What follows belongs to an exercise in optimizing a design on an open flow for a short achievable clock period and few clock cycles; a production flow would make more cautious choices.
In this exercise RTL edits were held to simulation tests only and were not proved equivalent to the original.
No activity file was given, so power comes from the tool's default toggle rates.

==> flow/design.v, too long to show whole: its modules and the start of the top module <==
// module antares_top: 37 lines
// module antares_add: 7 lines
// module antares_mux_2_1: 14 lines
// module antares_mux_4_1: 18 lines
// module antares_pc_register: 11 lines
// module antares_ifid_register: 24 lines
// module antares_reg_file: 18 lines
// module antares_branch_unit: 57 lines
// module antares_control_unit: 206 lines
// module antares_hazard_unit: 111 lines
// module antares_idex_register: 93 lines
// module antares_cloz: 82 lines
// module antares_shifter: 64 lines
// module antares_multiplier: 87 lines
// module antares_divider: 69 lines
// module antares_alu: 198 lines
// module antares_exmem_register: 62 lines
// module antares_load_store_unit: 143 lines
// module antares_memwb_register: 25 lines
// module antares_cpzero: 343 lines
// module antares_core: 620 lines
module antares_top (
    input         clk,
    input         rst,
    output        halted,
    input  [31:0] iport_data_i,
    input         iport_ready,
    output [31:0] iport_address,
    output [3:0]  iport_wr,
    output        iport_enable,
    input  [31:0] dport_data_i,
    input         dport_ready,
    output [31:0] dport_address,
    output [31:0] dport_data_o,
    output [3:0]  dport_wr,
    output        dport_enable
);
  // ...
==> flow/run.sh <==
#!/bin/bash
# synth_recipe.tcl (not shown) runs the flow's synth.tcl, then flattens the netlist and writes it again
# the make line also repeats each setting of config.mk as NAME=value (left out here)
make -C /OpenROAD-flow-scripts/flow DESIGN_CONFIG=/design/flow/config.mk WORK_HOME=/design/flow/orfs CLKGATE_MAP_FILE= SYNTH_SCRIPT=/design/flow/synth_recipe.tcl finish
==> flow/config.mk <==
export PLATFORM = sky130hd
export DESIGN_NAME = antares_top
export DESIGN_NICKNAME = antares_top
export VERILOG_FILES = /design/flow/design.v
export SDC_FILE = /design/flow/constraint.sdc
export NUM_CORES = 4
export LEC_CHECK = 0
export CAP_MARGIN = 20
export CORE_MARGIN = 2
export CORE_UTILIZATION = 40
export SLEW_MARGIN = 20
==> flow/constraint.sdc <==
create_clock -name core_clock -period 13.0 [get_ports {clk}]
set_input_delay 2.6000 -clock core_clock [delete_from_list [all_inputs] [get_ports {clk}]]
set_output_delay 2.6000 -clock core_clock [all_outputs]
set_load 0.01 [all_outputs]
==> impl_metrics.py, run 1 <==
metrics = {
    "yosys": {
        "synth_compound_area_frac": 0.1541,
        "synth_seq_cells": 2313,
        "synth_top_cells_by_count": "nand2_1 (2,584), nor2_1 (1,426), a21oi_1 (1,342)",
        "yosys.area_share.simple": 0.1549,
    },
    "floorplan": {
        "num_rows": 238,
        "taps": 5520,
        "ioPinCount": 175,
        "dieArea_um2": 426200,
    },
    "setup_path": {
        "endpoint_kind": "output pin",
        "r2r_slack_ns": 1.71,
        "worstSetupPathType": "reg -> out",
        "cpMaxStageDelayCell": "o31ai_4",
        "rr_worst_depth": 27,
        "path_max_fanout": 36,
    },
    "cells_and_area": {
        "regArea_um2": 56600,
        "buffers": 746,
    },
    "timing": {
        "finalHoldViolCount": 0,
        "post-route-period-util": 0.9314,
    },
    "placed_design": {
        "dp_hpwl_um": 494100,
        "place_congestion": 1.049,
    },
    "power": {
        "p_per_area_nw_per_um2": 258.2,
        "pg_clk_mw": 7.89,
    },
    "global_routing": {
        "grt_pass1_wl_um": 1022000,
    },
    "clock_tree": {
        "cts.hold.buffers_added": 0,
        "cts_sinks": 2313,
    },
    "routing": {
        "wl_per_cell_um": 30.40,
    },
    "status": {
        "outcome": "finished clean",
    },
}
Testbench counts, summed over its fixed seeds: cycles 175,616.
==> module antares_hazard_unit, before the edit <==
module antares_hazard_unit (
                            input [7:0]  DP_Hazards,          
                            input [4:0]  id_rs,                
                            input [4:0]  id_rt,                
                            input [4:0]  ex_rs,                
                            input [4:0]  ex_rt,                
                            input [4:0]  ex_gpr_wa,            
                            input [4:0]  mem_gpr_wa,           
                            input [4:0]  wb_gpr_wa,            
                            input        ex_gpr_we,            
                            input        mem_gpr_we,           
                            input        wb_gpr_we,            
                            input        mem_mem_write,       
                            input        mem_mem_read,        
                            input        ex_request_stall,     
                            input        dmem_request_stall,   
                            input        imem_request_stall,   
                            input        if_exception_stall,   
                            input        id_exception_stall,   
                            input        ex_exception_stall,   
                            input        mem_exception_stall, 
                            output [1:0] forward_id_rs,        
                            output [1:0] forward_id_rt,        
                            output [1:0] forward_ex_rs,        
                            output [1:0] forward_ex_rt,        
                            output       if_stall,             
                            output       id_stall,             
                            output       ex_stall,             
                            output       mem_stall,            
                            output       wb_stall              
                            );
    wire         ex_wa_nz;
    wire         mem_wa_nz;
    wire         wb_wa_nz;
    wire         WantRsID;
    wire         WantRtID;
    wire         WantRsEX;
    wire         WantRtEX;
    wire         NeedRsID;
    wire         NeedRtID;
    wire         NeedRsEX;
    wire         NeedRtEX;
    wire         id_ex_rs_match;
    wire         id_ex_rt_match;
    wire         id_mem_rs_match;
    wire         id_mem_rt_match;
    wire         id_wb_rs_match;
    wire         id_wb_rt_match;
    wire         ex_mem_rs_match;
    wire         ex_mem_rt_match;
    wire         ex_wb_rs_match;
    wire         ex_wb_rt_match;
    wire         stall_id_1;
    wire         stall_id_2;
    wire         stall_id_3;
    wire         stall_id_4;
    wire         stall_ex_1;
    wire         stall_ex_2;
    wire         forward_mem_id_rs;
    wire         forward_mem_id_rt;
    wire         forward_wb_id_rs;
    wire         forward_wb_id_rt;
    wire         forward_mem_ex_rs;
    wire         forward_mem_ex_rt;
    wire         forward_wb_ex_rs;
    wire         forward_wb_ex_rt;
    assign WantRsID = DP_Hazards[7];
    assign NeedRsID = DP_Hazards[6];
    assign WantRtID = DP_Hazards[5];
    assign NeedRtID = DP_Hazards[4];
    assign WantRsEX = DP_Hazards[3];
    assign NeedRsEX = DP_Hazards[2];
    assign WantRtEX = DP_Hazards[1];
    assign NeedRtEX = DP_Hazards[0];
    assign ex_wa_nz  = |(ex_gpr_wa);
    assign mem_wa_nz = |(mem_gpr_wa);
    assign wb_wa_nz  = |(wb_gpr_wa);
    assign id_ex_rs_match  = (ex_wa_nz)  & (id_rs == ex_gpr_wa)  & (WantRsID | NeedRsID) & ex_gpr_we;
    assign id_ex_rt_match  = (ex_wa_nz)  & (id_rt == ex_gpr_wa)  & (WantRtID | NeedRtID) & ex_gpr_we;
    assign id_mem_rs_match = (mem_wa_nz) & (id_rs == mem_gpr_wa) & (WantRsID | NeedRsID) & mem_gpr_we;
    assign id_mem_rt_match = (mem_wa_nz) & (id_rt == mem_gpr_wa) & (WantRtID | NeedRtID) & mem_gpr_we;
    assign id_wb_rs_match  = (wb_wa_nz)  & (id_rs == wb_gpr_wa)  & (WantRsID | NeedRsID) & wb_gpr_we;
    assign id_wb_rt_match  = (wb_wa_nz)  & (id_rt == wb_gpr_wa)  & (WantRtID | NeedRtID) & wb_gpr_we;
    assign ex_mem_rs_match = (mem_wa_nz) & (ex_rs == mem_gpr_wa) & (WantRsEX | NeedRsEX) & mem_gpr_we;
    assign ex_mem_rt_match = (mem_wa_nz) & (ex_rt == mem_gpr_wa) & (WantRtEX | NeedRtEX) & mem_gpr_we;
    assign ex_wb_rs_match  = (wb_wa_nz)  & (ex_rs == wb_gpr_wa)  & (WantRsEX | NeedRsEX) & wb_gpr_we;
    assign ex_wb_rt_match  = (wb_wa_nz)  & (ex_rt == wb_gpr_wa)  & (WantRtEX | NeedRtEX) & wb_gpr_we;
    assign stall_id_1 = id_ex_rs_match & NeedRsID;  
    assign stall_id_2 = id_ex_rt_match & NeedRtID;  
    assign stall_id_3 = id_mem_rs_match & NeedRsID & (mem_mem_read | mem_mem_write);  
    assign stall_id_4 = id_mem_rt_match & NeedRtID & (mem_mem_read | mem_mem_write);  
    assign stall_ex_1 = ex_mem_rs_match & NeedRsEX & (mem_mem_read | mem_mem_write);  
    assign stall_ex_2 = ex_mem_rt_match & NeedRtEX & (mem_mem_read | mem_mem_write);  
    assign forward_mem_id_rs = id_mem_rs_match & ~(mem_mem_read | mem_mem_write);  
    assign forward_mem_id_rt = id_mem_rt_match & ~(mem_mem_read | mem_mem_write);  
    assign forward_wb_id_rs  = id_wb_rs_match;
    assign forward_wb_id_rt  = id_wb_rt_match;
    assign forward_mem_ex_rs = ex_mem_rs_match & ~(mem_mem_read | mem_mem_write);
    assign forward_mem_ex_rt = ex_mem_rt_match & ~(mem_mem_read | mem_mem_write);
    assign forward_wb_ex_rs  = ex_wb_rs_match;
    assign forward_wb_ex_rt  = ex_wb_rt_match;
    assign wb_stall  = mem_stall;
    assign mem_stall = dmem_request_stall | mem_exception_stall | if_stall;  
    assign ex_stall  = stall_ex_1 | stall_ex_2 | ex_exception_stall | ex_request_stall | mem_stall;
    assign id_stall  = stall_id_1 | stall_id_2 | stall_id_3 | stall_id_4 | id_exception_stall | ex_stall;
    assign if_stall  = imem_request_stall | if_exception_stall;
    assign forward_id_rs = (forward_mem_id_rs) ? 2'b01 : ((forward_wb_id_rs) ? 2'b10 : 2'b00);
    assign forward_id_rt = (forward_mem_id_rt) ? 2'b01 : ((forward_wb_id_rt) ? 2'b10 : 2'b00);
    assign forward_ex_rs = (forward_mem_ex_rs) ? 2'b01 : ((forward_wb_ex_rs) ? 2'b10 : 2'b00);
    assign forward_ex_rt = (forward_mem_ex_rt) ? 2'b01 : ((forward_wb_ex_rt) ? 2'b10 : 2'b00);
endmodule  
==> module antares_idex_register, before the edit <==
module antares_idex_register (
                              input             clk,                      
                              input             rst,                      
                              input [4:0]       id_alu_operation,         
                              input [31:0]      id_data_rs,               
                              input [31:0]      id_data_rt,               
                              input             id_gpr_we,                
                              input             id_mem_to_gpr_select,     
                              input             id_mem_write,             
                              input [1:0]       id_alu_port_a_select,     
                              input [1:0]       id_alu_port_b_select,     
                              input [1:0]       id_gpr_wa_select,         
                              input             id_mem_byte,              
                              input             id_mem_halfword,          
                              input             id_mem_data_sign_ext,     
                              input [4:0]       id_rs,                    
                              input [4:0]       id_rt,                    
                              input [3:0]       id_dp_hazard,
                              input             id_imm_sign_ext,          
                              input [15:0]      id_sign_imm16,            
                              input [31:0]      id_cp0_data,             
                              input [31:0]      id_exception_pc,          
                              input             id_movn,
                              input             id_movz,
                              input             id_llsc,
                              input             id_kernel_mode,
                              input             id_is_bds,
                              input             id_trap,
                              input             id_trap_condition,
                              input             id_ex_exception_source,
                              input             id_mem_exception_source,
                              input             id_flush,                 
                              input             id_stall,                 
                              input             ex_stall,                 
                              output reg [4:0]  ex_alu_operation,         
                              output reg [31:0] ex_data_rs,              
                              output reg [31:0] ex_data_rt,              
                              output reg        ex_gpr_we,               
                              output reg        ex_mem_to_gpr_select,    
                              output reg        ex_mem_write,            
                              output reg [1:0]  ex_alu_port_a_select,    
                              output reg [1:0]  ex_alu_port_b_select,    
                              output reg [1:0]  ex_gpr_wa_select,        
                              output reg        ex_mem_byte,             
                              output reg        ex_mem_halfword,         
                              output reg        ex_mem_data_sign_ext,    
                              output reg [4:0]  ex_rs,                   
                              output reg [4:0]  ex_rt,                   
                              output reg [3:0]  ex_dp_hazard,
                              output reg [16:0] ex_sign_imm16,           
                              output reg [31:0] ex_cp0_data,
                              output reg [31:0] ex_exception_pc,
                              output reg        ex_movn,
                              output reg        ex_movz,
                              output reg        ex_llsc,
                              output reg        ex_kernel_mode,
                              output reg        ex_is_bds,
                              output reg        ex_trap,
                              output reg        ex_trap_condition,
                              output reg        ex_ex_exception_source,
                              output reg        ex_mem_exception_source
                              );
    wire [16:0] id_imm_extended = (id_imm_sign_ext) ? {id_sign_imm16[15], id_sign_imm16[15:0]} : {1'b0, id_sign_imm16};
    always @(posedge clk) begin
        ex_alu_operation        <= (rst) ? 5'b0  : ((ex_stall & ~id_flush) ? ex_alu_operation        : ((id_stall | id_flush) ? 5'b0 : id_alu_operation));
        ex_data_rs              <= (rst) ? 32'b0 : ((ex_stall & ~id_flush) ? ex_data_rs                                              : id_data_rs);
        ex_data_rt              <= (rst) ? 32'b0 : ((ex_stall & ~id_flush) ? ex_data_rt                                              : id_data_rt);
        ex_gpr_we               <= (rst) ? 1'b0  : ((ex_stall & ~id_flush) ? ex_gpr_we               : ((id_stall | id_flush) ? 1'b0 : id_gpr_we));
        ex_mem_to_gpr_select    <= (rst) ? 1'b0  : ((ex_stall & ~id_flush) ? ex_mem_to_gpr_select    : ((id_stall | id_flush) ? 1'b0 : id_mem_to_gpr_select));
        ex_mem_write            <= (rst) ? 1'b0  : ((ex_stall & ~id_flush) ? ex_mem_write            : ((id_stall | id_flush) ? 1'b0 : id_mem_write));
        ex_alu_port_a_select    <= (rst) ? 2'b0  : ((ex_stall & ~id_flush) ? ex_alu_port_a_select                                    : id_alu_port_a_select);
        ex_alu_port_b_select    <= (rst) ? 2'b0  : ((ex_stall & ~id_flush) ? ex_alu_port_b_select                                    : id_alu_port_b_select);
        ex_gpr_wa_select        <= (rst) ? 2'b0  : ((ex_stall & ~id_flush) ? ex_gpr_wa_select                                        : id_gpr_wa_select);
        ex_mem_byte             <= (rst) ? 1'b0  : ((ex_stall & ~id_flush) ? ex_mem_byte                                             : id_mem_byte);
        ex_mem_halfword         <= (rst) ? 1'b0  : ((ex_stall & ~id_flush) ? ex_mem_halfword                                         : id_mem_halfword);
        ex_mem_data_sign_ext    <= (rst) ? 1'b0  : ((ex_stall & ~id_flush) ? ex_mem_data_sign_ext                                    : id_mem_data_sign_ext);
        ex_rs                   <= (rst) ? 5'b0  : ((ex_stall & ~id_flush) ? ex_rs                                                   : id_rs);
        ex_rt                   <= (rst) ? 5'b0  : ((ex_stall & ~id_flush) ? ex_rt                                                   : id_rt);
        ex_dp_hazard            <= (rst) ? 4'b0  : ((ex_stall & ~id_flush) ? ex_dp_hazard            : ((id_stall | id_flush) ? 4'b0 : id_dp_hazard));
        ex_sign_imm16           <= (rst) ? 17'b0 : ((ex_stall & ~id_flush) ? ex_sign_imm16                                           : id_imm_extended);
        ex_cp0_data             <= (rst) ? 32'b0 : ((ex_stall & ~id_flush) ? ex_cp0_data                                             : id_cp0_data);
        ex_exception_pc         <= (rst) ? 32'b0 : ((ex_stall & ~id_flush) ? ex_exception_pc                                         : id_exception_pc);
        ex_movn                 <= (rst) ? 1'b0  : ((ex_stall & ~id_flush) ? ex_movn                 : ((id_stall | id_flush) ? 1'b0 : id_movn));
        ex_movz                 <= (rst) ? 1'b0  : ((ex_stall & ~id_flush) ? ex_movz                 : ((id_stall | id_flush) ? 1'b0 : id_movz));
        ex_llsc                 <= (rst) ? 1'b0  : ((ex_stall & ~id_flush) ? ex_llsc                                                 : id_llsc);
        ex_kernel_mode          <= (rst) ? 1'b0  : ((ex_stall & ~id_flush) ? ex_kernel_mode                                          : id_kernel_mode);
        ex_is_bds               <= (rst) ? 1'b0  : ((ex_stall & ~id_flush) ? ex_is_bds                                               : id_is_bds);
        ex_trap                 <= (rst) ? 1'b0  : ((ex_stall & ~id_flush) ? ex_trap                 : ((id_stall | id_flush) ? 1'b0 : id_trap));
        ex_trap_condition       <= (rst) ? 1'b0  : ((ex_stall & ~id_flush) ? ex_trap_condition                                       : id_trap_condition);
        ex_ex_exception_source  <= (rst) ? 1'b0  : ((ex_stall & ~id_flush) ? ex_ex_exception_source  : ((id_stall | id_flush) ? 1'b0 : id_ex_exception_source));
        ex_mem_exception_source <= (rst) ? 1'b0  : ((ex_stall & ~id_flush) ? ex_mem_exception_source : ((id_stall | id_flush) ? 1'b0 : id_mem_exception_source));
    end  
endmodule  
==> module antares_divider, before the edit <==
module antares_divider (
                        input         clk,
                        input         rst,
                        input         op_divs,
                        input         op_divu,
                        input [31:0]  dividend,
                        input [31:0]  divisor,
                        output [31:0] quotient,
                        output [31:0] remainder,
                        output        div_stall
                        );
    reg           active;           
    reg           neg_result;       
    reg           neg_remainder;    
    reg [4:0]     cycle;            
    reg [31:0]    result;           
    reg [31:0]    denominator;      
    reg [31:0]    residual;         
    wire [32:0]   partial_sub;         
    assign quotient    = !neg_result ? result : -result;
    assign remainder   = !neg_remainder ? residual : -residual;
    assign div_stall   = active;
    assign partial_sub = {residual[30:0], result[31]} - denominator;             
    always @(posedge clk) begin
        if (rst) begin
            active <= 1'h0;
            cycle <= 5'h0;
            denominator <= 32'h0;
            neg_result <= 1'h0;
            neg_remainder <= 1'h0;
            residual <= 32'h0;
            result <= 32'h0;
        end
        else begin
            if(op_divs) begin
                cycle         <= 5'd31;
                result        <= (dividend[31] == 1'b0) ? dividend : -dividend;
                denominator   <= (divisor[31] == 1'b0) ? divisor : -divisor;
                residual      <= 32'b0;
                neg_result    <= dividend[31] ^ divisor[31];
                neg_remainder <= dividend[31];
                active        <= 1'b1;
            end
            else if (op_divu) begin
                cycle         <= 5'd31;
                result        <= dividend;
                denominator   <= divisor;
                residual      <= 32'b0;
                neg_result    <= 1'b0;
                neg_remainder <= 1'h0;
                active        <= 1'b1;
            end
            else if (active) begin
                if(partial_sub[32] == 1'b0) begin
                    residual <= partial_sub[31:0];
                    result   <= {result[30:0], 1'b1};
                end
                else begin
                    residual <= {residual[30:0], result[31]};
                    result   <= {result[30:0], 1'b0};
                end
                if (cycle == 5'b0) begin
                    active <= 1'b0;
                end
                cycle <= cycle - 5'd1;
            end
        end
    end
endmodule  
==> module antares_alu, before the edit <==
module antares_alu #(parameter ENABLE_HW_MULT = 1,
                     parameter ENABLE_HW_DIV  = 1,
                     parameter ENABLE_HW_CLOZ = 1
                     )(
                       input             clk,
                       input             rst,
                       input [31:0]      ex_alu_port_a,
                       input [31:0]      ex_alu_port_b,
                       input [4:0]       ex_alu_operation,
                       input             ex_stall,
                       input             ex_flush,
                       output            ex_request_stall,
                       output reg [31:0] ex_alu_result,
                       output            ex_b_is_zero,
                       output reg        exc_overflow
                       );
    reg [63:0]         hilo;  
    reg                div_active;  
    reg                hilo_access;         
    wire [31:0]        A;                 
    wire [31:0]        B;                 
    wire signed [31:0] add_sub_result;    
    wire [63:0]        mult_result;       
    wire [31:0]        hi;                
    wire [31:0]        lo;                
    wire [31:0]        shift_result;      
    wire [31:0]        quotient;          
    wire [31:0]        remainder;         
    wire               op_divs;           
    wire               op_divu;           
    wire               div_stall;         
    wire [31:0]        dividend;
    wire [31:0]        divisor;
    wire               enable_ex;         
    wire               op_mults;          
    wire               op_multu;          
    wire               mult_active;       
    wire               mult_ready;        
    wire               mult_stall;
    wire [31:0]        mult_input_a;
    wire [31:0]        mult_input_b;
    wire               mult_signed_op;
    wire               mult_enable_op;
    wire               _op_divs;
    wire               _op_divu;
    wire               _op_mults;
    wire               _op_multu;
    wire [31:0]        shift_input_data;
    wire [4:0]         shift_shamnt;
    wire               shift_direction;
    wire               shift_sign_extend;
    wire [5:0]         clo_result;
    wire [5:0]         clz_result;
    assign A                  = ex_alu_port_a;                                                   
    assign B                  = ex_alu_port_b;                                                   
    assign ex_b_is_zero       = (B == 32'b0);
    assign add_sub_result     = ((ex_alu_operation == 5'd1) | (ex_alu_operation == 5'd0)) ? (A + B) : (A - B);
    assign hi                 = hilo[63:32];
    assign lo                 = hilo[31:0];
    assign enable_ex          = ~((ex_stall ^ ex_request_stall) | ex_flush);
    assign _op_divs           = (B != 32'd0) & (div_active == 1'b0) & (ex_alu_operation == 5'd19);
    assign _op_divu           = (B != 32'd0) & (div_active == 1'b0) & (ex_alu_operation == 5'd20);
    assign _op_mults          = (mult_active == 1'b0) & (ex_alu_operation == 5'd5);
    assign _op_multu          = (mult_active == 1'b0) & (ex_alu_operation == 5'd6);
    assign op_divs            =  _op_divs & enable_ex;
    assign op_divu            =  _op_divu & enable_ex;
    assign op_mults           =  _op_mults & enable_ex;
    assign op_multu           =  _op_multu & enable_ex;
    assign ex_request_stall   = (_op_divu | _op_divs | div_stall | _op_mults | _op_multu | (mult_active ^ mult_ready)) & hilo_access;
    assign mult_stall         = ex_stall ^ex_request_stall;
    assign mult_input_a       = ex_alu_port_a[31:0];
    assign mult_input_b       = ex_alu_port_b[31:0];
    assign mult_signed_op     = ex_alu_operation == 5'd5;
    assign mult_enable_op     = op_mults | op_multu;
    assign shift_input_data   = ex_alu_port_b;
    assign shift_shamnt       = ex_alu_port_a[4:0];
    assign shift_direction    = ex_alu_operation == 5'd9;
    assign shift_sign_extend  = ex_alu_operation == 5'd10;
    assign dividend           = ex_alu_port_a[31:0];
    assign divisor            = ex_alu_port_b[31:0];
    always @(*) begin
        case(ex_alu_operation)
            5'd1  : ex_alu_result = add_sub_result;
            5'd0 : ex_alu_result = add_sub_result;
            5'd2  : ex_alu_result = add_sub_result;
            5'd3 : ex_alu_result = add_sub_result;
            5'd4  : ex_alu_result = ex_alu_port_a & ex_alu_port_b;
            5'd21  : ex_alu_result = {26'b0, clo_result};
            5'd22  : ex_alu_result = {26'b0, clz_result};
            5'd7  : ex_alu_result = ~(ex_alu_port_a | ex_alu_port_b);
            5'd8   : ex_alu_result = ex_alu_port_a | ex_alu_port_b;
            5'd9  : ex_alu_result = shift_result;
            5'd10  : ex_alu_result = shift_result;
            5'd11  : ex_alu_result = shift_result;
            5'd12  : ex_alu_result = ex_alu_port_a ^ ex_alu_port_b;
            5'd13 : ex_alu_result = hi;
            5'd14 : ex_alu_result = lo;
            5'd17  : ex_alu_result = {31'b0, $signed(ex_alu_port_a) < $signed(ex_alu_port_b)};
            5'd18 : ex_alu_result = {31'b0, ex_alu_port_a < ex_alu_port_b};
            5'd27    : ex_alu_result = ex_alu_port_a;
            5'd28    : ex_alu_result = ex_alu_port_b;
            default      : ex_alu_result = 32'bx;
        endcase  
    end  
    always @(*) begin
        case (ex_alu_operation)
            5'd1 : exc_overflow = ((A[31] ~^ B[31]) & (A[31] ^ add_sub_result[31]));
            5'd2 : exc_overflow = ((A[31]  ^ B[31]) & (A[31] ^ add_sub_result[31]));
            default     : exc_overflow = 1'b0;
        endcase  
    end
    always @(posedge clk) begin
        if (rst) begin
            hilo <= 64'h0;
        end
        else if ((div_stall == 1'b0) & (div_active == 1'b1)) begin  
            hilo <= {remainder, quotient};
        end
        else if(mult_ready) begin
            case (ex_alu_operation)
                5'd5    : hilo <= mult_result;
                5'd6    : hilo <= mult_result;
                5'd23    : hilo <= hilo + mult_result;
                5'd24   : hilo <= hilo + mult_result;
                5'd25    : hilo <= hilo - mult_result;
                5'd26   : hilo <= hilo - mult_result;
                default         : hilo <= hilo;
            endcase  
        end  
        else if (enable_ex) begin
            case (ex_alu_operation)
                5'd15    : hilo <= {A, lo};
                5'd16    : hilo <= {hi, A};
                default         : hilo <= hilo;
            endcase  
        end
    end  
    always @(posedge clk) begin
        if (rst) begin
            div_active <= 1'h0;
        end
        else begin
            case(div_active)
                1'd0 : div_active <= (op_divs || op_divu) ? 1'b1 : 1'b0;
                1'd1 : div_active <= (~div_stall) ? 1'b0 : 1'b1;
            endcase  
        end  
    end  
    always @(*) begin
        case (ex_alu_operation)
            5'd19   : hilo_access = 1'b1;
            5'd20  : hilo_access = 1'b1;
            5'd5  : hilo_access = 1'b1;
            5'd6  : hilo_access = 1'b1;
            5'd23  : hilo_access = 1'b1;
            5'd24 : hilo_access = 1'b1;
            5'd25  : hilo_access = 1'b1;
            5'd26 : hilo_access = 1'b1;
            5'd15  : hilo_access = 1'b1;
            5'd16  : hilo_access = 1'b1;
            5'd13  : hilo_access = 1'b1;
            5'd14  : hilo_access = 1'b1;
            default       : hilo_access = 1'b0;
        endcase
    end
    antares_cloz cloz( 
                      .clo_result       (clo_result[5:0]),
                      .clz_result       (clz_result[5:0]),
                      .A                (A[31:0]));
    antares_shifter shifter( 
                            .shift_result       (shift_result[31:0]),
                            .shift_input_data   (shift_input_data[31:0]),
                            .shift_shamnt       (shift_shamnt[4:0]),
                            .shift_direction    (shift_direction),
                            .shift_sign_extend  (shift_sign_extend));
    antares_multiplier mult( 
                            .flush              (ex_flush),
                            .mult_result        (mult_result[63:0]),
                            .mult_active        (mult_active),
                            .mult_ready         (mult_ready),
                            .clk                (clk),
                            .rst                (rst),
                            .mult_input_a       (mult_input_a[31:0]),
                            .mult_input_b       (mult_input_b[31:0]),
                            .mult_signed_op     (mult_signed_op),
                            .mult_enable_op     (mult_enable_op),
                            .mult_stall         (mult_stall));
    antares_divider divider( 
                            .quotient           (quotient[31:0]),
                            .remainder          (remainder[31:0]),
                            .div_stall          (div_stall),
                            .clk                (clk),
                            .rst                (rst),
                            .op_divs            (op_divs),
                            .op_divu            (op_divu),
                            .dividend           (dividend[31:0]),
                            .divisor            (divisor[31:0]));
endmodule  
==> run 2, diff against run 1 <==
--- a/flow/design.v
+++ b/flow/design.v
@@ -86,6 +86,136 @@
         if_pc <= (rst) ? 32'h0000_0010 : ((if_stall) ? if_pc : if_new_pc);
     end
 endmodule  
+module antares_fetch_unit #(parameter DEPTH = 4)
+    (
+     input             clk,
+     input             rst,
+     input             pop,             
+     input             redirect,        
+     input [31:0]      target,
+     input             halt,            
+     input             dport_free,      
+     input [31:0]      iport_data_i,
+     input [31:0]      dport_data_i,
+     output            iport_enable,
+     output [31:0]     iport_address,
+     output            dfetch_enable,
+     output [31:0]     dfetch_address,
+     output            if_avail,        
+     output [31:0]     if_instruction,
+     output [31:0]     if_pc
+     );
+    reg [DEPTH-1:0]    valid;
+    reg [DEPTH-1:0]    pend_i;
+    reg [DEPTH-1:0]    pend_d;
+    reg [31:0]         instr [0:DEPTH-1];
+    reg [29:0]         pc    [0:DEPTH-1];
+    reg [2:0]          cnt;              
+    reg [29:0]         fpc;              
+    reg [29:0]         fpc4;             
+    reg                i_busy;           
+    wire               room1   = (cnt < DEPTH);
+    wire               room2   = (cnt < DEPTH - 1);
+    wire               issue_i = ~i_busy & ~halt & room1;
+    wire               issue_d = dport_free & ~halt & (issue_i ? room2 : room1);
+    assign iport_enable   = issue_i;
+    assign iport_address  = {fpc, 2'b00};
+    assign dfetch_enable  = issue_d;
+    assign dfetch_address = {(issue_i ? fpc4 : fpc), 2'b00};
+    assign if_avail       = valid[0] | pend_i[0] | pend_d[0];
+    assign if_instruction = pend_i[0] ? iport_data_i : (pend_d[0] ? dport_data_i : instr[0]);
+    assign if_pc          = {pc[0], 2'b00};
+    reg [DEPTH-1:0]    n_valid, n_pend_i, n_pend_d;
+    reg [31:0]         n_instr [0:DEPTH-1];
+    reg [29:0]         n_pc    [0:DEPTH-1];
+    reg [DEPTH-1:0]    f_valid;
+    reg [31:0]         f_instr [0:DEPTH-1];
+    reg [2:0]          n_cnt;
+    integer            i;
+    always @(*) begin
+        for (i = 0; i < DEPTH; i = i + 1) begin
+            f_valid[i] = valid[i] | pend_i[i] | pend_d[i];
+            f_instr[i] = pend_i[i] ? iport_data_i : (pend_d[i] ? dport_data_i : instr[i]);
+        end
+        for (i = 0; i < DEPTH; i = i + 1) begin
+            if (pop) begin
+                if (i < DEPTH - 1) begin
+                    n_valid[i] = f_valid[i+1];
+                    n_instr[i] = f_instr[i+1];
+                    n_pc[i]    = pc[i+1];
+                end
+                else begin
+                    n_valid[i] = 1'b0;
+                    n_instr[i] = f_instr[i];
+                    n_pc[i]    = pc[i];
+                end
+            end
+            else begin
+                n_valid[i] = f_valid[i];
+                n_instr[i] = f_instr[i];
+                n_pc[i]    = pc[i];
+            end
+            n_pend_i[i] = 1'b0;
+            n_pend_d[i] = 1'b0;
+        end
+        n_cnt = cnt - {2'b0, pop};
+        if (redirect | halt) begin
+            n_valid = {DEPTH{1'b0}};
+            n_cnt   = 3'd0;
+        end
+        else begin
+            if (issue_i) begin
+                for (i = 0; i < DEPTH; i = i + 1) begin
+                    if (i == n_cnt) begin
+                        n_pend_i[i] = 1'b1;
+                        n_valid[i]  = 1'b0;
+                        n_pc[i]     = fpc;
+                    end
+                end
+                n_cnt = n_cnt + 3'd1;
+            end
+            if (issue_d) begin
+                for (i = 0; i < DEPTH; i = i + 1) begin
+                    if (i == n_cnt) begin
+                        n_pend_d[i] = 1'b1;
+                        n_valid[i]  = 1'b0;
+                        n_pc[i]     = issue_i ? fpc4 : fpc;
+                    end
+                end
+                n_cnt = n_cnt + 3'd1;
+            end
+        end
+    end
+    wire [1:0]  nissue  = {1'b0, issue_i} + {1'b0, issue_d};
+    wire [29:0] fpc_seq = (nissue == 2'd2) ? fpc + 30'd2 : ((nissue == 2'd1) ? fpc4 : fpc);
+    wire [29:0] fpc_n   = redirect ? target[31:2] : fpc_seq;
+    always @(posedge clk) begin
+        if (rst) begin
+            valid  <= {DEPTH{1'b0}};
+            pend_i <= {DEPTH{1'b0}};
+            pend_d <= {DEPTH{1'b0}};
+            cnt    <= 3'd0;
+            fpc    <= 30'h4;             
+            fpc4   <= 30'h5;
+            i_busy <= 1'b0;
+        end
+        else begin
+            valid  <= n_valid;
+            pend_i <= n_pend_i;
+            pend_d <= n_pend_d;
+            cnt    <= n_cnt;
+            fpc    <= fpc_n;
+            fpc4   <= fpc_n + 30'd1;
+            i_busy <= issue_i;
+        end
+    end
+    always @(posedge clk) begin
+        for (i = 0; i < DEPTH; i = i + 1) begin
+            instr[i] <= n_instr[i];
+            pc[i]    <= n_pc[i];
+        end
+    end
+endmodule  
 module antares_ifid_register (
                               input             clk,              
                               input             rst,              
@@ -420,7 +550,9 @@
                             output       id_stall,             
                             output       ex_stall,             
                             output       mem_stall,            
-                            output       wb_stall              
+                            output       wb_stall,             
+                            input        id_exc_hold,          
+                            output       ex_stall_other        
                             );
     wire         ex_wa_nz;
     wire         mem_wa_nz;
@@ -494,6 +626,7 @@
     assign forward_wb_ex_rt  = ex_wb_rt_match;
     assign wb_stall  = mem_stall;
     assign mem_stall = dmem_request_stall | mem_exception_stall | if_stall;  
+    assign ex_stall_other = stall_ex_1 | stall_ex_2 | ex_exception_stall | dmem_request_stall | mem_exception_stall | id_exc_hold;
     assign ex_stall  = stall_ex_1 | stall_ex_2 | ex_exception_stall | ex_request_stall | mem_stall;
     assign id_stall  = stall_id_1 | stall_id_2 | stall_id_3 | stall_id_4 | id_exception_stall | ex_stall;
     assign if_stall  = imem_request_stall | if_exception_stall;
@@ -535,7 +668,10 @@
                               input             id_mem_exception_source,
                               input             id_flush,                 
                               input             id_stall,                 
-                              input             ex_stall,                 
+                              input             ex_stall,
+                              input             ex_refresh,       
+                              input [31:0]      ex_forward_rs,
+                              input [31:0]      ex_forward_rt,                 
                               output reg [4:0]  ex_alu_operation,         
                               output reg [31:0] ex_data_rs,              
                               output reg [31:0] ex_data_rt,              
@@ -567,8 +703,8 @@
     wire [16:0] id_imm_extended = (id_imm_sign_ext) ? {id_sign_imm16[15], id_sign_imm16[15:0]} : {1'b0, id_sign_imm16};
     always @(posedge clk) begin
         ex_alu_operation        <= (rst) ? 5'b0  : ((ex_stall & ~id_flush) ? ex_alu_operation        : ((id_stall | id_flush) ? 5'b0 : id_alu_operation));
-        ex_data_rs              <= (rst) ? 32'b0 : ((ex_stall & ~id_flush) ? ex_data_rs                                              : id_data_rs);
-        ex_data_rt              <= (rst) ? 32'b0 : ((ex_stall & ~id_flush) ? ex_data_rt                                              : id_data_rt);
+        ex_data_rs              <= (rst) ? 32'b0 : ((ex_stall & ~id_flush) ? (ex_refresh ? ex_forward_rs : ex_data_rs)               : id_data_rs);
+        ex_data_rt              <= (rst) ? 32'b0 : ((ex_stall & ~id_flush) ? (ex_refresh ? ex_forward_rt : ex_data_rt)               : id_data_rt);
         ex_gpr_we               <= (rst) ? 1'b0  : ((ex_stall & ~id_flush) ? ex_gpr_we               : ((id_stall | id_flush) ? 1'b0 : id_gpr_we));
         ex_mem_to_gpr_select    <= (rst) ? 1'b0  : ((ex_stall & ~id_flush) ? ex_mem_to_gpr_select    : ((id_stall | id_flush) ? 1'b0 : id_mem_to_gpr_select));
         ex_mem_write            <= (rst) ? 1'b0  : ((ex_stall & ~id_flush) ? ex_mem_write            : ((id_stall | id_flush) ? 1'b0 : id_mem_write));
@@ -828,7 +964,8 @@
         end
     end
 endmodule
-module antares_divider (
+module antares_divider #(parameter STEPS = 2)    
+    (
                         input         clk,
                         input         rst,
                         input         op_divs,
@@ -846,11 +983,28 @@
     reg [31:0]    result;           
     reg [31:0]    denominator;      
     reg [31:0]    residual;         
-    wire [32:0]   partial_sub;         
     assign quotient    = !neg_result ? result : -result;
     assign remainder   = !neg_remainder ? residual : -residual;
     assign div_stall   = active;
-    assign partial_sub = {residual[30:0], result[31]} - denominator;             
+    reg [31:0]    s_res [0:STEPS];
+    reg [31:0]    s_quo [0:STEPS];
+    reg [32:0]    s_sub;
+    integer       k;
+    always @(*) begin
+        s_res[0] = residual;
+        s_quo[0] = result;
+        for (k = 0; k < STEPS; k = k + 1) begin
+            s_sub = {s_res[k][30:0], s_quo[k][31]} - denominator;
+            if (s_sub[32] == 1'b0) begin
+                s_res[k+1] = s_sub[31:0];
+                s_quo[k+1] = {s_quo[k][30:0], 1'b1};
+            end
+            else begin
+                s_res[k+1] = {s_res[k][30:0], s_quo[k][31]};
+                s_quo[k+1] = {s_quo[k][30:0], 1'b0};
+            end
+        end
+    end
     always @(posedge clk) begin
         if (rst) begin
             active <= 1'h0;
@@ -863,7 +1017,7 @@
         end
         else begin
             if(op_divs) begin
-                cycle         <= 5'd31;
+                cycle         <= 32 / STEPS - 1;
                 result        <= (dividend[31] == 1'b0) ? dividend : -dividend;
                 denominator   <= (divisor[31] == 1'b0) ? divisor : -divisor;
                 residual      <= 32'b0;
@@ -872,7 +1026,7 @@
                 active        <= 1'b1;
             end
             else if (op_divu) begin
-                cycle         <= 5'd31;
+                cycle         <= 32 / STEPS - 1;
                 result        <= dividend;
                 denominator   <= divisor;
                 residual      <= 32'b0;
@@ -881,14 +1035,8 @@
                 active        <= 1'b1;
             end
             else if (active) begin
-                if(partial_sub[32] == 1'b0) begin
-                    residual <= partial_sub[31:0];
-                    result   <= {result[30:0], 1'b1};
-                end
-                else begin
-                    residual <= {residual[30:0], result[31]};
-                    result   <= {result[30:0], 1'b0};
-                end
+                residual <= s_res[STEPS];
+                result   <= s_quo[STEPS];
                 if (cycle == 5'b0) begin
                     active <= 1'b0;
                 end
@@ -908,7 +1056,10 @@
                        input [4:0]       ex_alu_operation,
                        input             ex_stall,
                        input             ex_flush,
+                       input             ex_load,         
+                       input             id_exception,    
                        output            ex_request_stall,
+                       output            ex_hilo_wait,    
                        output reg [31:0] ex_alu_result,
                        output            ex_b_is_zero,
                        output reg        exc_overflow
@@ -956,27 +1107,71 @@
     assign add_sub_result     = ((ex_alu_operation == 5'd1) | (ex_alu_operation == 5'd0)) ? (A + B) : (A - B);
     assign hi                 = hilo[63:32];
     assign lo                 = hilo[31:0];
-    assign enable_ex          = ~((ex_stall ^ ex_request_stall) | ex_flush);
-    assign _op_divs           = (B != 32'd0) & (div_active == 1'b0) & (ex_alu_operation == 5'd19);
-    assign _op_divu           = (B != 32'd0) & (div_active == 1'b0) & (ex_alu_operation == 5'd20);
-    assign _op_mults          = (mult_active == 1'b0) & (ex_alu_operation == 5'd5);
-    assign _op_multu          = (mult_active == 1'b0) & (ex_alu_operation == 5'd6);
-    assign op_divs            =  _op_divs & enable_ex;
-    assign op_divu            =  _op_divu & enable_ex;
+    assign enable_ex          = ~(ex_stall | ex_flush);
+    reg                md_cap;
+    reg [31:0]         md_a;
+    reg [31:0]         md_b;
+    wire               is_mult  = (ex_alu_operation == 5'd5) | (ex_alu_operation == 5'd6);
+    wire               is_div   = (ex_alu_operation == 5'd19)  | (ex_alu_operation == 5'd20);
+    wire               cand_ok  = is_mult | (B != 32'd0);
+    wire [31:0]        md_op_a  = md_cap ? md_a : A;
+    wire [31:0]        md_op_b  = md_cap ? md_b : B;
+    wire               md_have  = md_cap | cand_ok;
+    always @(posedge clk) begin
+        if (rst | ex_load) begin
+            md_cap <= 1'b0;
+        end
+        else if ((is_mult | is_div) & ~md_cap & cand_ok) begin
+            md_cap <= 1'b1;
+            md_a   <= A;
+            md_b   <= B;
+        end
+    end
+    wire               units_busy = div_active | mult_active;
+    reg                kpend;
+    reg                kpend_s;
+    reg [31:0]         kpend_a;
+    reg [31:0]         kpend_b;
+    wire               hilo_busy  = units_busy | kpend;
+    wire               md_kill    = id_exception & ~ex_flush & (is_mult | (is_div & md_have));
+    wire               kill_div   = md_kill & is_div;
+    wire               kpend_go   = kpend & ~units_busy;
+    always @(posedge clk) begin
+        if (rst) begin
+            kpend <= 1'b0;
+        end
+        else if (kpend_go) begin
+            kpend <= 1'b0;
+        end
+        else if (kill_div & hilo_busy) begin
+            kpend   <= 1'b1;
+            kpend_s <= (ex_alu_operation == 5'd19);
+            kpend_a <= md_op_a;
+            kpend_b <= md_op_b;
+        end
+    end
+    assign _op_divs           = md_have & (ex_alu_operation == 5'd19);
+    assign _op_divu           = md_have & (ex_alu_operation == 5'd20);
+    assign _op_mults          = (ex_alu_operation == 5'd5);
+    assign _op_multu          = (ex_alu_operation == 5'd6);
+    wire               ex_div_go  = (enable_ex | kill_div) & ~hilo_busy;
+    assign op_divs            = (kpend_go & kpend_s)  | (_op_divs & ex_div_go);
+    assign op_divu            = (kpend_go & ~kpend_s) | (_op_divu & ex_div_go);
     assign op_mults           =  _op_mults & enable_ex;
     assign op_multu           =  _op_multu & enable_ex;
-    assign ex_request_stall   = (_op_divu | _op_divs | div_stall | _op_mults | _op_multu | (mult_active ^ mult_ready)) & hilo_access;
-    assign mult_stall         = ex_stall ^ex_request_stall;
-    assign mult_input_a       = ex_alu_port_a[31:0];
-    assign mult_input_b       = ex_alu_port_b[31:0];
+    assign ex_request_stall   = (hilo_busy & hilo_access) | md_kill;
+    assign ex_hilo_wait       = hilo_busy & hilo_access & ~md_kill;
+    assign mult_stall         = 1'b0;
+    assign mult_input_a       = md_op_a;
+    assign mult_input_b       = md_op_b;
     assign mult_signed_op     = ex_alu_operation == 5'd5;
     assign mult_enable_op     = op_mults | op_multu;
     assign shift_input_data   = ex_alu_port_b;
     assign shift_shamnt       = ex_alu_port_a[4:0];
     assign shift_direction    = ex_alu_operation == 5'd9;
     assign shift_sign_extend  = ex_alu_operation == 5'd10;
-    assign dividend           = ex_alu_port_a[31:0];
-    assign divisor            = ex_alu_port_b[31:0];
+    assign dividend           = kpend ? kpend_a : md_op_a;
+    assign divisor            = kpend ? kpend_b : md_op_b;
     always @(*) begin
         case(ex_alu_operation)
             5'd1  : ex_alu_result = add_sub_result;
@@ -1016,15 +1211,7 @@
             hilo <= {remainder, quotient};
         end
         else if(mult_ready) begin
-            case (ex_alu_operation)
-                5'd5    : hilo <= mult_result;
-                5'd6    : hilo <= mult_result;
-                5'd23    : hilo <= hilo + mult_result;
-                5'd24   : hilo <= hilo + mult_result;
-                5'd25    : hilo <= hilo - mult_result;
-                5'd26   : hilo <= hilo - mult_result;
-                default         : hilo <= hilo;
-            endcase  
+            hilo <= mult_result;
         end  
         else if (enable_ex) begin
             case (ex_alu_operation)
@@ -1073,7 +1260,7 @@
                             .shift_direction    (shift_direction),
                             .shift_sign_extend  (shift_sign_extend));
     antares_multiplier mult( 
-                            .flush              (ex_flush),
+                            .flush              (1'b0),
                             .mult_result        (mult_result[63:0]),
                             .mult_active        (mult_active),
                             .mult_ready         (mult_ready),
@@ -1160,8 +1347,10 @@
 module antares_load_store_unit (
                                 input             clk,                 
                                 input             rst,                 
-                                input [31:0]      imem_address,        
-                                output reg [31:0] imem_data,           
+                                input             dfetch_enable,       
+                                input [31:0]      dfetch_address,      
+                                input             ex_mem_op,           
+                                output            dport_free,          
                                 input [31:0]      dmem_address,        
                                 input [31:0]      dmem_data_i,         
                                 input             dmem_halfword,       
@@ -1170,12 +1359,6 @@
                                 input             dmem_write,          
                                 input             dmem_sign_extend,    
                                 output reg [31:0] dmem_data_o,         
-                                input [31:0]      iport_data_i,        
-                                input             iport_ready,         
-                                input             iport_error,         
-                                output [31:0]     iport_address,       
-                                output [3:0]      iport_wr,            
-                                output            iport_enable,        
                                 input [31:0]      dport_data_i,        
                                 input             dport_ready,         
                                 input             dport_error,         
@@ -1191,7 +1374,6 @@
                                 output            exc_address_if,      
                                 output            exc_address_l_mem,   
                                 output            exc_address_s_mem,   
-                                output            imem_request_stall,  
                                 output            dmem_request_stall   
                                 );
     wire              exc_invalid_word_iaddress;       
@@ -1207,7 +1389,7 @@
     reg [29:0]        llsc_address;
     reg               llsc_atomic;
     wire              llsc_mem_write_mask;
-    assign exc_invalid_word_iaddress  = imem_address[1] | imem_address[0];
+    assign exc_invalid_word_iaddress  = 1'b0;
     assign exc_invalid_space_iaddress = 0;  
     assign exc_invalid_word_maddress  = (dmem_address[1] | dmem_address[0]) & data_word;
     assign exc_invalid_half_maddress  = dmem_address[0] & dmem_halfword;
@@ -1220,32 +1402,46 @@
     assign read_enable                = dmem_read  & ~exc_invalid_maddress;
     assign dmem_operation             = (write_enable ^ read_enable) | mem_llsc;
     assign data_word                  = ~(dmem_halfword | dmem_byte);
-    assign imem_request_stall         = iport_enable;
-    assign dmem_request_stall         = dport_enable;
-    assign iport_enable               = (~rst & ~iport_ready & ~exception_ready & ~iport_error);
-    assign dport_enable               = ~dport_ready & ~dport_done & dmem_operation & ~dport_error;
-    reg               dport_done;
+    reg               d_busy;        
+    reg               dport_done;    
+    reg               mem_issued;    
+    wire              mem_need    = dmem_operation & ~mem_issued & ~dport_done;
+    wire              mem_issue   = mem_need & ~d_busy;
+    wire              mem_wait    = mem_need & d_busy;
+    assign dmem_request_stall         = mem_need;
+    assign dport_free                 = ~d_busy & ~mem_need & ~ex_mem_op;
+    assign dport_enable               = mem_issue | dfetch_enable;
+    always @(posedge clk) begin
+        if (rst) begin
+            d_busy     <= 1'b0;
+            mem_issued <= 1'b0;
+        end
+        else begin
+            d_busy     <= dport_enable;
+            mem_issued <= mem_issue;
+        end
+    end
     reg [31:0]        dport_data_hold;
     wire [31:0]       dport_rdata = (dport_done) ? dport_data_hold : dport_data_i;
     always @(posedge clk) begin
         if (rst | ~mem_stall) begin
             dport_done <= 1'b0;
         end
-        else if (dport_ready) begin
+        else if (mem_issued) begin
             dport_done <= 1'b1;
         end
     end
     always @(posedge clk) begin
-        if (dport_ready & ~dport_done) dport_data_hold <= dport_data_i;
+        if (mem_issued & ~dport_done) dport_data_hold <= dport_data_i;
     end
     always @(posedge clk) begin
-        llsc_address <= (rst) ? 30'b0 : ( (dmem_read & mem_llsc) ? dmem_address[31:2] : llsc_address );
+        llsc_address <= (rst) ? 30'b0 : ( (dmem_read & mem_llsc & ~mem_wait) ? dmem_address[31:2] : llsc_address );
     end
     always @(posedge clk) begin
         if (rst) begin
             llsc_atomic <= 1'h0;
         end
-        else if (dmem_read) begin
+        else if (dmem_read & ~mem_wait) begin      
             llsc_atomic <= (mem_llsc) ? 1'b1 : llsc_atomic;
         end
         else if (id_eret | (~dmem_request_stall & dmem_write & (dmem_address[31:2] == llsc_address))) begin
@@ -1256,12 +1452,7 @@
         end
     end  
     assign llsc_mem_write_mask = (mem_llsc & dmem_write & (~llsc_atomic | (dmem_address[31:2] != llsc_address)));
-    assign iport_address = imem_address[31:0];  
-    assign dport_address = dmem_address[31:0];  
-    assign iport_wr = 4'b0000;   
-    always @(*) begin
-        imem_data = iport_data_i;   
-    end
+    assign dport_address = mem_issue ? dmem_address[31:0] : dfetch_address;
     always @(*) begin
         if (dmem_byte) begin
             case (dmem_address[1:0])
@@ -1288,7 +1479,7 @@
     end  
     always @(*) begin
         dport_wr = 4'b0000;
-        if (write_enable) begin
+        if (write_enable & mem_issue) begin
              dport_wr[3] = (dmem_byte & (dmem_address[1:0] == 2'b11)) | (dmem_halfword & dmem_address[1])  | data_word;
              dport_wr[2] = (dmem_byte & (dmem_address[1:0] == 2'b10)) | (dmem_halfword & dmem_address[1])  | data_word;
              dport_wr[1] = (dmem_byte & (dmem_address[1:0] == 2'b01)) | (dmem_halfword & ~dmem_address[1]) | data_word;
@@ -1360,6 +1551,7 @@
                        input [31:0]      bad_address_mem,       
                        input             id_exception_source,   
                        input             ex_exception_source,   
+                       input             ex_hilo_wait,          
                        input             mem_exception_source,  
                        input             id_is_flushed,         
                        input             if_is_bds,             
@@ -1376,6 +1568,8 @@
                        output            ex_flush,              
                        output            mem_flush,             
                        output            exception_ready,
+                       output            id_exception_raw,      
+                       output            id_exception_held,     
                        output            exception_pc_select,   
                        output reg [31:0] pc_exception           
                        );
@@ -1499,7 +1693,7 @@
     assign if_exception  = exc_address_if | exc_ibus_error;                                                   
     assign mem_exception_mask = 0;
     assign ex_exception_mask  = mem_exception_source;
-    assign id_exception_mask  = mem_exception_source | ex_exception_source;
+    assign id_exception_mask  = mem_exception_source | ex_exception_source | ex_hilo_wait;
     assign if_exception_mask  = mem_exception_source | ex_exception_source | id_exception_source | exception_interrupt;  
     assign mem_exception_stall = mem_exception & mem_exception_mask;
     assign ex_exception_stall  = ex_exception & ex_exception_mask & ~mem_exception;
@@ -1650,6 +1844,8 @@
             pc_exception = (Status_BEV) ? (32'h0000_0000 + 32'h0000_0000) : (32'h0000_0000 + 32'h0000_0000);
         end
     end
+    assign id_exception_raw    = id_exception;
+    assign id_exception_held   = id_exception & (mem_exception_source | ex_exception_source);
     assign exception_ready     = if_exception_ready | id_exception_ready | ex_exception_ready | mem_exception_ready;
     assign exception_pc_select = rst | (eret & ~id_stall) | exception_ready;
     always @(*) begin
@@ -1784,9 +1980,6 @@
     wire    [4:0]   ex_gpr_wa;
     wire    [31:0]  mem_read_data;
     wire            halt_0;
-    reg             halt_1;
-    reg             halt_2;
-    reg             halt_3;
     wire            id_mfc0;
     wire            id_mtc0;
     wire            id_eret;
@@ -1859,45 +2052,48 @@
     assign if_is_bds             = id_take_branch;
     assign exc_trap              = mem_trap & (mem_trap_condition ^ (mem_alu_result == 32'b0));
     assign pc_source_select      = (id_take_branch & id_branch) | id_jump;
-    assign if_stall_pc_register  = (if_stall | id_stall | halt_0) & ~exception_ready;
     assign ifid_stall            = id_stall & ~exception_ready;
     assign haz_dp_hazards = {dp_hazard[7:4], ex_dp_hazard};
+    assign halted  = halt_0;
+    wire        if_avail;
+    wire        dfetch_enable;
+    wire [31:0] dfetch_address;
+    wire        dport_free;
+    wire        fetch_redirect = exception_pc_select | (pc_source_select & ~id_stall & ~halt_0);
+    wire [31:0] fetch_target   = exception_pc_select ? pc_exception : pc_branch_address;
+    wire        fetch_pop      = if_avail & ~id_stall;
+    wire        ex_mem_op      = ex_mem_to_gpr_select | ex_mem_write | ex_llsc;
+    antares_fetch_unit fetch_unit (
+                                   .clk              (clk),
+                                   .rst              (rst),
+                                   .pop              (fetch_pop),
+                                   .redirect         (fetch_redirect),
+                                   .target           (fetch_target[31:0]),
+                                   .halt             (halt_0),
+                                   .dport_free       (dport_free),
+                                   .iport_data_i     (iport_data_i[31:0]),
+                                   .dport_data_i     (dport_data_i[31:0]),
+                                   .iport_enable     (iport_enable),
+                                   .iport_address    (iport_address[31:0]),
+                                   .dfetch_enable    (dfetch_enable),
+                                   .dfetch_address   (dfetch_address[31:0]),
+                                   .if_avail         (if_avail),
+                                   .if_instruction   (if_instruction[31:0]),
+                                   .if_pc            (if_pc[31:0]));
+    assign iport_wr           = 4'b0000;
+    assign if_pc_add4         = if_pc + 32'd4;
+    wire        id_exception_raw;
+    wire        ex_hilo_wait;
+    wire        ex_stall_other;
+    wire        ex_hilo_protect = ex_hilo_wait & ~ex_stall_other;
+    wire        idex_flush      = id_flush & ~ex_hilo_protect;
+    wire        id_exception_held;
+    reg         id_first;
     always @(posedge clk) begin
-        if (rst) begin
-            halt_1 <= 1'b0;
-            halt_2 <= 1'b0;
-            halt_3 <= 1'b0;
-        end
-        else begin
-            halt_1 <= halt_0;
-            halt_2 <= halt_1;
-            halt_3 <= halt_2;
-        end
-    end  
-    assign halted  = halt_3;
-    antares_mux_2_1 pc_source( 
-                              .out    (pc_pre_exc_selection[31:0]),
-                              .in0    (if_pc_add4[31:0]),
-                              .in1    (pc_branch_address[31:0]),
-                              .select (pc_source_select)
-                               );
-    antares_mux_2_1 pc_source_exception ( 
-                                         .out    (if_new_pc[31:0]),
-                                         .in0    (pc_pre_exc_selection[31:0]),
-                                         .in1    (pc_exception[31:0]),
-                                         .select (exception_pc_select)
-                                          );
-    antares_pc_register pc_register ( 
-                                     .if_stall          (if_stall_pc_register),
-                                     .if_pc             (if_pc[31:0]),
-                                     .clk               (clk),
-                                     .rst               (rst),
-                                     .if_new_pc         (if_new_pc[31:0]));
-    antares_add pc_add4 ( 
-                         .c (if_pc_add4[31:0]),
-                         .a (if_pc[31:0]),
-                         .b (32'd4)
-                          );
+        id_first <= rst ? 1'b0 : ~(id_stall & ~exception_ready);
+    end
+    wire        id_exc_hold = id_first & id_exception_held;
+    assign imem_request_stall = (~if_avail | id_exc_hold) & ~exception_ready;
     antares_ifid_register IFID_register ( 
                                          .if_exception_pc       (if_pc[31:0]),
                                          .id_instruction        (id_instruction[31:0]),
@@ -2045,15 +2241,19 @@
                                          .id_trap_condition       (id_trap_condition),
                                          .id_ex_exception_source  (id_ex_exception_source),
                                          .id_mem_exception_source (id_mem_exception_source),
-                                         .id_flush                (id_flush),
+                                         .id_flush                (idex_flush),
                                          .id_stall                (id_stall),
-                                         .ex_stall                (ex_stall));
+                                         .ex_stall                (ex_stall),
+                                         .ex_refresh              (ex_request_stall),
+                                         .ex_forward_rs           (ex_forward_rs[31:0]),
+                                         .ex_forward_rt           (ex_forward_rt[31:0]));
     antares_alu #( 
                   .ENABLE_HW_MULT       (ENABLE_HW_MULT),
                   .ENABLE_HW_DIV        (ENABLE_HW_DIV),
                   .ENABLE_HW_CLOZ       (ENABLE_HW_CLOZ))
                 execution_unit ( 
                                 .ex_request_stall (ex_request_stall),
+                                .ex_hilo_wait     (ex_hilo_wait),
                                 .ex_alu_result    (ex_alu_result[31:0]),
                                 .ex_b_is_zero     (ex_b_is_zero),
                                 .exc_overflow     (exc_overflow),
@@ -2063,7 +2263,9 @@
                                 .ex_alu_port_b    (ex_alu_port_b[31:0]),
                                 .ex_alu_operation (ex_alu_operation[4:0]),
                                 .ex_stall         (ex_stall),
-                                .ex_flush         (ex_flush));
+                                .ex_flush         (ex_flush),
+                                .ex_load          (~(ex_stall & ~idex_flush)),
+                                .id_exception     (id_exception_raw));
     antares_mux_4_1 forward_rs_ex ( 
                                    .out    (ex_forward_rs[31:0]),
                                    .in0    (ex_data_rs[31:0]),
@@ -2182,6 +2384,8 @@
                                       .ex_stall            (ex_stall),
                                       .mem_stall           (mem_stall),
                                       .wb_stall            (wb_stall),
+                                      .ex_stall_other      (ex_stall_other),
+                                      .id_exc_hold         (id_exc_hold),
                                       .ex_rs               (ex_rs[4:0]),
                                       .ex_rt               (ex_rt[4:0]),
                                       .ex_gpr_wa           (ex_gpr_wa[4:0]),
@@ -2199,9 +2403,11 @@
                                       .ex_exception_stall  (ex_exception_stall),
                                       .mem_exception_stall (mem_exception_stall));
     antares_load_store_unit load_store_unit0 ( 
-                                              .imem_data          (if_instruction[31:0]),
                                               .dmem_data_o        (mem_read_data[31:0]),
-                                              .imem_address       (if_pc[31:0]),
+                                              .dfetch_enable      (dfetch_enable),
+                                              .dfetch_address     (dfetch_address[31:0]),
+                                              .ex_mem_op          (ex_mem_op),
+                                              .dport_free         (dport_free),
                                               .dmem_address       (mem_alu_result[31:0]),
                                               .dmem_data_i        (mem_mem_store_data[31:0]),
                                               .dmem_halfword      (mem_mem_halfword),
@@ -2209,9 +2415,6 @@
                                               .dmem_read          (mem_mem_to_gpr_select),
                                               .dmem_write         (mem_mem_write),
                                               .dmem_sign_extend   (mem_mem_data_sign_ext),
-                                              .iport_address      (iport_address[31:0]),
-                                              .iport_wr           (iport_wr[3:0]),
-                                              .iport_enable       (iport_enable),
                                               .dport_address      (dport_address[31:0]),
                                               .dport_data_o       (dport_data_o[31:0]),
                                               .dport_wr           (dport_wr[3:0]),
@@ -2219,14 +2422,10 @@
                                               .exc_address_if     (exc_address_if),
                                               .exc_address_l_mem  (exc_address_l_mem),
                                               .exc_address_s_mem  (exc_address_s_mem),
-                                              .imem_request_stall (imem_request_stall),
                                               .dmem_request_stall (dmem_request_stall),
                                               .mem_stall          (mem_stall),
                                               .clk                (clk),
                                               .rst                (rst),
-                                              .iport_data_i       (iport_data_i[31:0]),
-                                              .iport_ready        (iport_ready),
-                                              .iport_error        (iport_error),
                                               .dport_data_i       (dport_data_i[31:0]),
                                               .dport_ready        (dport_ready),
                                               .dport_error        (dport_error),
@@ -2261,6 +2460,8 @@
                             .ex_flush             (ex_flush),
                             .mem_flush            (mem_flush),
                             .exception_ready      (exception_ready),
+                            .id_exception_raw     (id_exception_raw),
+                            .id_exception_held    (id_exception_held),
                             .exception_pc_select  (exception_pc_select),
                             .pc_exception         (pc_exception[31:0]),
                             .clk                  (clk),
@@ -2281,6 +2482,7 @@
                             .mem_exception_pc     (mem_exception_pc[31:0]),
                             .id_exception_source  (id_exception_source),
                             .ex_exception_source  (ex_exception_source),
+                            .ex_hilo_wait         (ex_hilo_protect),
                             .mem_exception_source (mem_exception_source),
                             .id_is_flushed        (id_is_flushed),
                             .if_is_bds            (if_is_bds),
==> impl_metrics.py, run 2 <==
metrics = {
    "status": {
        "outcome": "finished clean",
    },
    "timing": {
        "fin_ws_ns": 1.639,
        "tightest_slew_ns": 1.271,
        "relSlewSlack": 0.1284,
        "period_needed_ns": 11.36,
        "fmax_mhz": 88.02,
        "slew_viol_final": 0,
        "rsz0062_at_grt": "no",
        "holdWs_ns": 0.4332,
        "setup_viol": 0,
        "finalHoldViolCount": 0,
        "post-route-period-util": 0.8739,
        "tns_ns": 0,
        "fin_skew_ns": 0.08266,
    },
    "yosys": {
        "avgSynthCellArea_um2": 9.321,
        "synthCells": 19623,
        "ys.flop_type": "dfxtp_1",
        "synth_top_cells_by_count": "nand2_1 (2,479), nor2_1 (1,670), dfxtp_1 (1,546)",
        "synth_warnings": 26,
        "yosysSeqAreaShare": 0.3634,
        "synth-edff-count": 1183,
        "syn_area_um2": 182900,
        "ys_async_sr_fraction": 0,
        "yosys.area.top_type_share": 0.1942,
        "synth_seq_cells": 2729,
        "synth_area_leader_cell": "edfxtp_1",
        "synth_cell_types": 116,
        "synthTopCellsByArea": "edfxtp_1 (19%), dfxtp_1 (17%), fa_1 (8.9%)",
        "yosysMostFrequentCell": "nand2_1",
    },
    "routing": {
        "vias": 158369,
        "wirelength_um": 755800,
        "drt-vias-per-instance": 6.186,
        "wl_per_cell_um": 29.52,
        "detail-route-antenna-nets": 0,
        "firstDrtPassIters": 9,
        "drt_iter0_drc": 19859,
        "route.detailed.drc": 0,
    },
    "clock_tree": {
        "clk_latency_ns": 1.01,
        "clk_path_buf_depth": 4,
        "h-tree-depth": 5,
        "cts_resized": 0,
        "cts_setup_buffers": 0,
        "path_clk_slew_ns": 0.06,
        "cts_sinks": 2729,
        "cts_root_buf": "clkbuf_16",
        "cts.hold.buffers_added": 0,
        "cts_buffers": 312,
        "cts_tree": "done",
    },
    "cells_and_area": {
        "most-common-layout-cells": "nand2_1 (2,475), nor2_1 (1,618), dfxtp_1 (1,520), inv_1 (1,222), edfxtp_1 (1,183)",
        "regMostFlops": "core.GPR.registers",
        "largest_reg_flops": 992,
        "syn_to_final_growth_pct": 10.75,
        "reg_top3": "core.GPR.registers x992, core.fetch_unit.instr x128, core.fetch_unit.pc x120",
        "final_cell_count_no_fill": 25601,
        "final_layout_size_suffix_gt1_frac": 0.09655,
        "nets": 20898,
        "final_common_cell": "nand2_1",
    },
    "power": {
        "p_per_area_nw_per_um2": 189.4,
        "power_mw": 38.36,
        "ir_worst_vdd_v": 0.0001821,
        "power.static_leakage_nw": 75.24,
    },
    "setup_path": {
        "endpoint_kind": "flop",
        "max_stage_delay_ns": 0.81,
        "cpMaxStageDelayCell": "o21ai_1",
        "arrival_ns": 12.09,
        "cpMostUsedCell": "ha_1",
        "worstSetupPathType": "reg -> reg",
        "worstPathRequired_ns": 13.73,
        "start_kind": "flop",
        "path_max_fanout": 13,
    },
    "global_routing": {
        "grt_start_max_net_pins": 228,
        "first_global_vias": 150078,
        "antenna_found_initial": 49,
        "grt_pass1_wl_um": 1079000,
        "grt-ovfl-total": 0,
        "gr-usage-all-layers": 0.3165,
    },
    "placed_design": {
        "dpl_worst_slack_ns": 2.123,
        "place_congestion": 1.038,
        "portBuffers": 166,
        "dp_hpwl_um": 525800,
        "dpl.cell_count": 25000,
    },
    "floorplan": {
        "start_util": 0.4012,
        "fp.dieH_um": 680.2,
        "design.core.area_um2": 455800,
        "die_w_um": 680.2,
        "num_rows": 248,
        "dieArea_um2": 462700,
        "ioPinCount": 175,
    },
    "worst_hold_path": {
        "holdCritPathClass": "reg -> reg",
    },
    "job": {
        "maxCapViolCount": 0,
    },
}
## run 2: cell types whose count changed in the layout (fill, tap and decap cells not counted), moves of 74 or more
cell and delta:
a21oi_1 -187, a221oi_1 +74, a22oi_1 +186, dfxtp_1 +253
edfxtp_1 +159, mux2_2 +85, mux2i_1 +440, mux4_2 -263
nand2_1 -106, nor2_1 +239, nor2b_1 +112, o21ai_0 +264
## run 2: where the power goes
group | internal (mW) | switching (mW)
clock | 5.15 | 3.83
combinational | 5.46 | 13.0
sequential | 9.93 | 0.986
## run 2: cell type report
class,instances,area (um2)
well taps,6000,7507
diodes,35,87.58
clock buffers,433,8965
multi-input cells,14232,106900
inverters,1238,4653
repair buffers,803,6586
fillers,43420,253300
flip-flops and latches,2729,66530
clock inverters,131,1287
## run 2: worst paths after layout
kind                                                       startpoint                                     to  slack, ns  cells after the start
worst min register to register  core.execution_unit.mult.sign_result1  core.execution_unit.mult.sign_result2       0.43                      1
worst max register to register       core.MEMWB_register.wb_gpr_wa[4]              core.fetch_unit.pc[3][21]       1.64                     35
worst min-delay path            core.execution_unit.mult.sign_result1  core.execution_unit.mult.sign_result2       0.43                      1
worst max-delay path                 core.MEMWB_register.wb_gpr_wa[4]              core.fetch_unit.pc[3][21]       1.64                     35
## run 2: kinds of logic after synthesis
family | Yosys count | share of synthesized area
simple gates | 6232 | 0.1545
compound gates | 4449 | 0.1590
xor+xnor | 714 | 0.03423
flops | 2729 | 0.3634
buf+inv | 2669 | 0.05704
mux | 1315 | 0.09502
fa+ha+maj | 1514 | 0.1368
other cells | 1 | 0.00002050
## run 2: stage by stage
stage / util / cell area, um2
floorplan: - / 182900
global placement: 0.4215 / 192100
detailed placement: 0.4215 / 192200
CTS: 0.4440 / 202400
global route: 0.4442 / 202500
finish: 0.4444 / 202600
## run 2: critical path, delay by kind of cell, from the launching register on
kind | cells | cell delay, ns
buffers and inverters | 6 | 0.92
adders and majority gates | 6 | 1.26
muxes | 1 | 0.17
AOI/OAI and AO/OA | 14 | 5.44
and+or+nand+nor | 8 | 2.52
DFF | 1 | 0.74
## run 2: metal layers
layer / wire length, um / track usage / vias up
met5: 256 / 0.002083 / -
met3: 74990 / 0.06845 / 2164
met2: 330400 / 0.4878 / 8922
met4: 59910 / 0.2034 / 14
li1: - / - / 69076
met1: 290200 / 0.4021 / 78193
Testbench counts of run 2, summed over its fixed seeds: cycles 101,841.

[re-timing with driven ports]
No port has a modelled driver above. Below, the same layouts with a new extraction and two added sets of constraints.
Step 1 assumes that a clkbuf_16 drives the clock port and a buf_2 every other input.
Step 2 moves the port delays by t, midway between the first and last clock arrival at a register: inputs arrive t later, outputs are due t later. That takes back most of the time a late clock gives input paths.
Three values: ideal ports, drivers, drivers and shift; two values: the first two.
| run | t, ns | setup slack, ns | worst setup path at the end | worst data-port slew with drivers (ns) |
|---|---|---|---|---|
| run 1 | 1.077 | 0.892 / 0.758 / 1.713 | register to register | 0.05 |
| run 2 | 1.091 | 1.639 / 1.639 / 1.639 | register to register | 0.10 |
After both steps every run listed still meets setup and hold.
